This design comes from an exercise in tuning for small area on the open sky130 flow, not from production work.
The RTL was checked by simulation tests, not by an equivalence proof against the original design.
The clock port is modelled as an ideal driver; clocking choices that lean on that would not hold on a real chip.
Power figures rest on the tool's default switching activity, not on a simulated workload.

==> module sd_cmd_engine, before the edit <==
module sd_cmd_engine (
    input         clk,
    input         rst_n,
    input         soft_rst_n,
    input         command_ready,
    input         response_expected,
    input         long_response,
    input  [5:0]  command_index,
    input  [31:0] command_argument,
    input         sd_cmd_in,
    input         sd_dat0_in,
    output        sd_cmd_out,
    output        sd_cmd_oe,
    output        cmd_sending,
    output [31:0] response0,
    output [31:0] response1,
    output [31:0] response2,
    output [31:0] response3,
    output        resp_crc_err,
    output        end_command,
    output        end_command_and_response,
    output        response_timeout
);
reg         st_send, st_resp, st_c;
reg         oe;
reg   [7:0] cnt;
reg   [6:0] crc;
reg [119:0] resp;
wire idle      = !st_send && !st_resp;
wire wait_send = idle && st_c;
wire wait_recv = st_resp && !st_c;
wire receiving = st_resp && st_c;
wire send_last  = cnt[5] && cnt[4];
wire timeout    = wait_recv && cnt[6];
wire short_last = cnt[5] && (&cnt[3:0]);
wire long_last  = cnt[7] && cnt[3];
wire recv_last  = long_response ? long_last : short_last;
always @(posedge clk or negedge rst_n) begin
    if (!rst_n) begin
        st_send <= 1'b0;
        st_resp <= 1'b0;
        st_c    <= 1'b0;
    end else if (!soft_rst_n) begin
        st_send <= 1'b0;
        st_resp <= 1'b0;
        st_c    <= 1'b0;
    end else if (st_send) begin
        if (send_last) begin
            st_send <= 1'b0;
            st_resp <= response_expected;
        end
    end else if (!st_resp) begin
        if (!st_c) begin
            st_c <= command_ready;
        end else if (sd_dat0_in) begin
            st_c    <= 1'b0;
            st_send <= 1'b1;
        end
    end else if (!st_c) begin
        if (cnt[6])
            st_resp <= 1'b0;
        else if (!sd_cmd_in)
            st_c <= 1'b1;
    end else if (recv_last) begin
        st_resp <= 1'b0;
        st_c    <= 1'b0;
    end
end
always @(posedge clk or negedge rst_n) begin
    if (!rst_n)
        oe <= 1'b0;
    else
        oe <= st_send;
end
wire       cnt_clr_n = !(idle || (st_send && send_last) || (wait_recv && !sd_cmd_in));
wire [7:0] cnt_next;
sd_cnt_next u_cnt (.c(cnt), .clr_n(cnt_clr_n), .n(cnt_next));
always @(posedge clk)
    cnt <= cnt_next;
wire send_bit;
sd_send_mux u_mux (.c(cnt[5:0]), .f({2'b01, command_index, command_argument}), .crc6(crc[6]), .y(send_bit));
assign sd_cmd_out  = !st_send || send_bit;
assign sd_cmd_oe   = oe;
assign cmd_sending = st_send;
wire crc_win = long_response ? ((|cnt[7:3]) && !(cnt[7] && (cnt[3] || (&cnt[2:0])))) : !short_last;
wire       crc_shift = st_send || (receiving && crc_win);
wire       crc_hold  = !crc_shift && !wait_send;
wire [6:0] crc_next;
sd_crc_next u_crc (.r(crc), .sel(st_send), .d1(send_bit), .d0(sd_cmd_in),
                   .shift(crc_shift), .hold(crc_hold), .n(crc_next));
always @(posedge clk)
    crc <= crc_next;
reg crc_err;
wire crc_done = long_response ? (cnt[7] && (&cnt[2:0])) : short_last;
always @(posedge clk or negedge rst_n) begin
    if (!rst_n)
        crc_err <= 1'b0;
    else if (!soft_rst_n || st_send)
        crc_err <= 1'b0;
    else if (receiving && crc_done)
        crc_err <= |crc;
end
assign resp_crc_err = crc_err;
wire in_8_31 = !cnt[7] && !cnt[6] && !cnt[5] && (cnt[4] || cnt[3]);
wire [3:0] word_en;
assign word_en[3] = receiving && long_response && in_8_31;
assign word_en[2] = receiving && long_response && (cnt[7:5] == 3'd1);
assign word_en[1] = receiving && long_response && (cnt[7:5] == 3'd2);
assign word_en[0] = receiving && (long_response ? (cnt[7:5] == 3'd3)
                                                : (in_8_31 || (cnt[7:3] == 5'd4)));
always @(posedge clk) begin
    if (st_send || !soft_rst_n)
        resp <= 120'd0;
    else begin
        if (word_en[3]) resp[119:96] <= {resp[118:96], sd_cmd_in};
        if (word_en[2]) resp[95:64]  <= {resp[94:64],  sd_cmd_in};
        if (word_en[1]) resp[63:32]  <= {resp[62:32],  sd_cmd_in};
        if (word_en[0]) resp[31:0]   <= {resp[30:0],   sd_cmd_in};
    end
end
assign response0 = resp[31:0];
assign response1 = resp[63:32];
assign response2 = resp[95:64];
assign response3 = {8'd0, resp[119:96]};
assign end_command              = st_resp;
assign end_command_and_response = receiving && recv_last;
assign response_timeout         = timeout;
endmodule
export LEC_CHECK = 0
export CAP_MARGIN = 20
export CORE_MARGIN = 2
export CORE_UTILIZATION = 75
export PLACE_DENSITY = 0.88
export SLEW_MARGIN = 20
export SYNTH_HIERARCHICAL = 1
export SYNTH_MINIMUM_KEEP_SIZE = 0
create_clock -name core_clock -period 10.0 [get_ports {clk}]
standard.sh (not shown) runs the stock make flow with config.mk's settings and CLKGATE_MAP_FILE= SYNTH_SCRIPT=/design/flow/synth_recipe.tcl, a recipe that flattens the netlist after the stock synthesis.
==> flow/flow/run.sh <==
#!/bin/bash
# Layout flow: the standard flow (standard.sh, unchanged synthesis), with
#  - port buffers of the smallest buffer cell (buf_1) instead of buffer_ports' default pick,
#  - one tie cell for the constant outputs (no per-pin tie copies),
#  - a clock tree of clkbuf_4 cells without dummy balancing loads; after CTS
#    (post_cts.tcl), downsize.tcl gives logic cells the smallest drive that keeps timing, and
#    cts_fix.tcl sizes each leaf clock buffer to the smallest clkbuf that keeps the
#    flip-flop clock slew low.
# make's full output goes to make_finish.log; each ORFS step keeps its own log under orfs/logs/.
set -euo pipefail
here=$(pwd)
export BUFFER_PORTS_ARGS="-buffer_cell sky130_fd_sc_hd__buf_1"
export SKIP_REPAIR_TIE_FANOUT=1
export CTS_ARGS="-sink_clustering_enable -repair_clock_nets -dont_use_dummy_load -buf_list sky130_fd_sc_hd__clkbuf_4"
export POST_CTS_TCL="$here/flow/post_cts.tcl"
bash standard.sh finish > make_finish.log 2>&1
Other scripts of this flow, unchanged in this note and not shown: flow/flow/cts_fix.tcl, flow/flow/downsize.tcl, flow/flow/post_cts.tcl
==> next run, changes <==
--- a/flow/design.v
+++ b/flow/design.v
@@ -214,33 +214,14 @@
                    .shift(crc_shift), .hold(crc_hold), .n(crc_next));
 always @(posedge clk)
     crc <= crc_next;
-reg crc_err;
-wire crc_done = long_response ? (cnt[7] && (&cnt[2:0])) : short_last;
-always @(posedge clk or negedge rst_n) begin
-    if (!rst_n)
-        crc_err <= 1'b0;
-    else if (!soft_rst_n || st_send)
-        crc_err <= 1'b0;
-    else if (receiving && crc_done)
-        crc_err <= |crc;
-end
-assign resp_crc_err = crc_err;
-wire in_8_31 = !cnt[7] && !cnt[6] && !cnt[5] && (cnt[4] || cnt[3]);
-wire [3:0] word_en;
-assign word_en[3] = receiving && long_response && in_8_31;
-assign word_en[2] = receiving && long_response && (cnt[7:5] == 3'd1);
-assign word_en[1] = receiving && long_response && (cnt[7:5] == 3'd2);
-assign word_en[0] = receiving && (long_response ? (cnt[7:5] == 3'd3)
-                                                : (in_8_31 || (cnt[7:3] == 5'd4)));
+assign resp_crc_err = |crc;
+wire shift_en = receiving && !cnt[7] && (|cnt[6:3]) && !(!long_response && cnt[5] && cnt[3]);
 always @(posedge clk) begin
-    if (st_send || !soft_rst_n)
-        resp <= 120'd0;
-    else begin
-        if (word_en[3]) resp[119:96] <= {resp[118:96], sd_cmd_in};
-        if (word_en[2]) resp[95:64]  <= {resp[94:64],  sd_cmd_in};
-        if (word_en[1]) resp[63:32]  <= {resp[62:32],  sd_cmd_in};
-        if (word_en[0]) resp[31:0]   <= {resp[30:0],   sd_cmd_in};
-    end
+    if (shift_en)
+        resp <= {resp[118:96], resp[95] & long_response,
+                 resp[94:64],  resp[63] & long_response,
+                 resp[62:32],  resp[31] & long_response,
+                 resp[30:0],   sd_cmd_in};
 end
 assign response0 = resp[31:0];
 assign response1 = resp[63:32];
Non-clock buffer count goes down by 4.
Design area falls by roughly a tenth.
Clock skew goes up by 0.013 ns.
First-iteration DRC count came out lower by roughly a tenth.
Final cell count went down by well over a third.
Via count shrinks by well over a third.
Global-route usage decreases by 2.4 points.
Power climbs by a few percent.
Critical path depth stays the same.
Hold slack loses 0.031 ns.
Area after synthesis is lower by roughly a tenth.

separate check: timing with driven ports:
The flow's constraints put no driver on any port. The routed layouts listed below were extracted and timed again, unchanged, in two steps. Step 1 assumes that a clkbuf_16 drives the clock port and a buf_2 every other input. Step 2 moves the port delays by t, midway between the first and last clock arrival at a register: inputs arrive t later, outputs are due t later. That takes back most of the time a late clock gives input paths. Slacks: ideal / step 1 / step 2; pairs: ideal / step 1.
run | t, ns | slack for setup (ns) | worst setup path at the end | slew at the worst register clock pin (ns) | cell pins on the clock port's net
the first run | 0.520 | 4.191 / 4.168 / 4.168 | input to output | 0.12 / 0.12 | 1
the second run | 0.484 | 4.200 / 4.177 / 4.177 | input to output | 0.11 / 0.11 | 1
After both steps setup and hold are still met in every run listed.
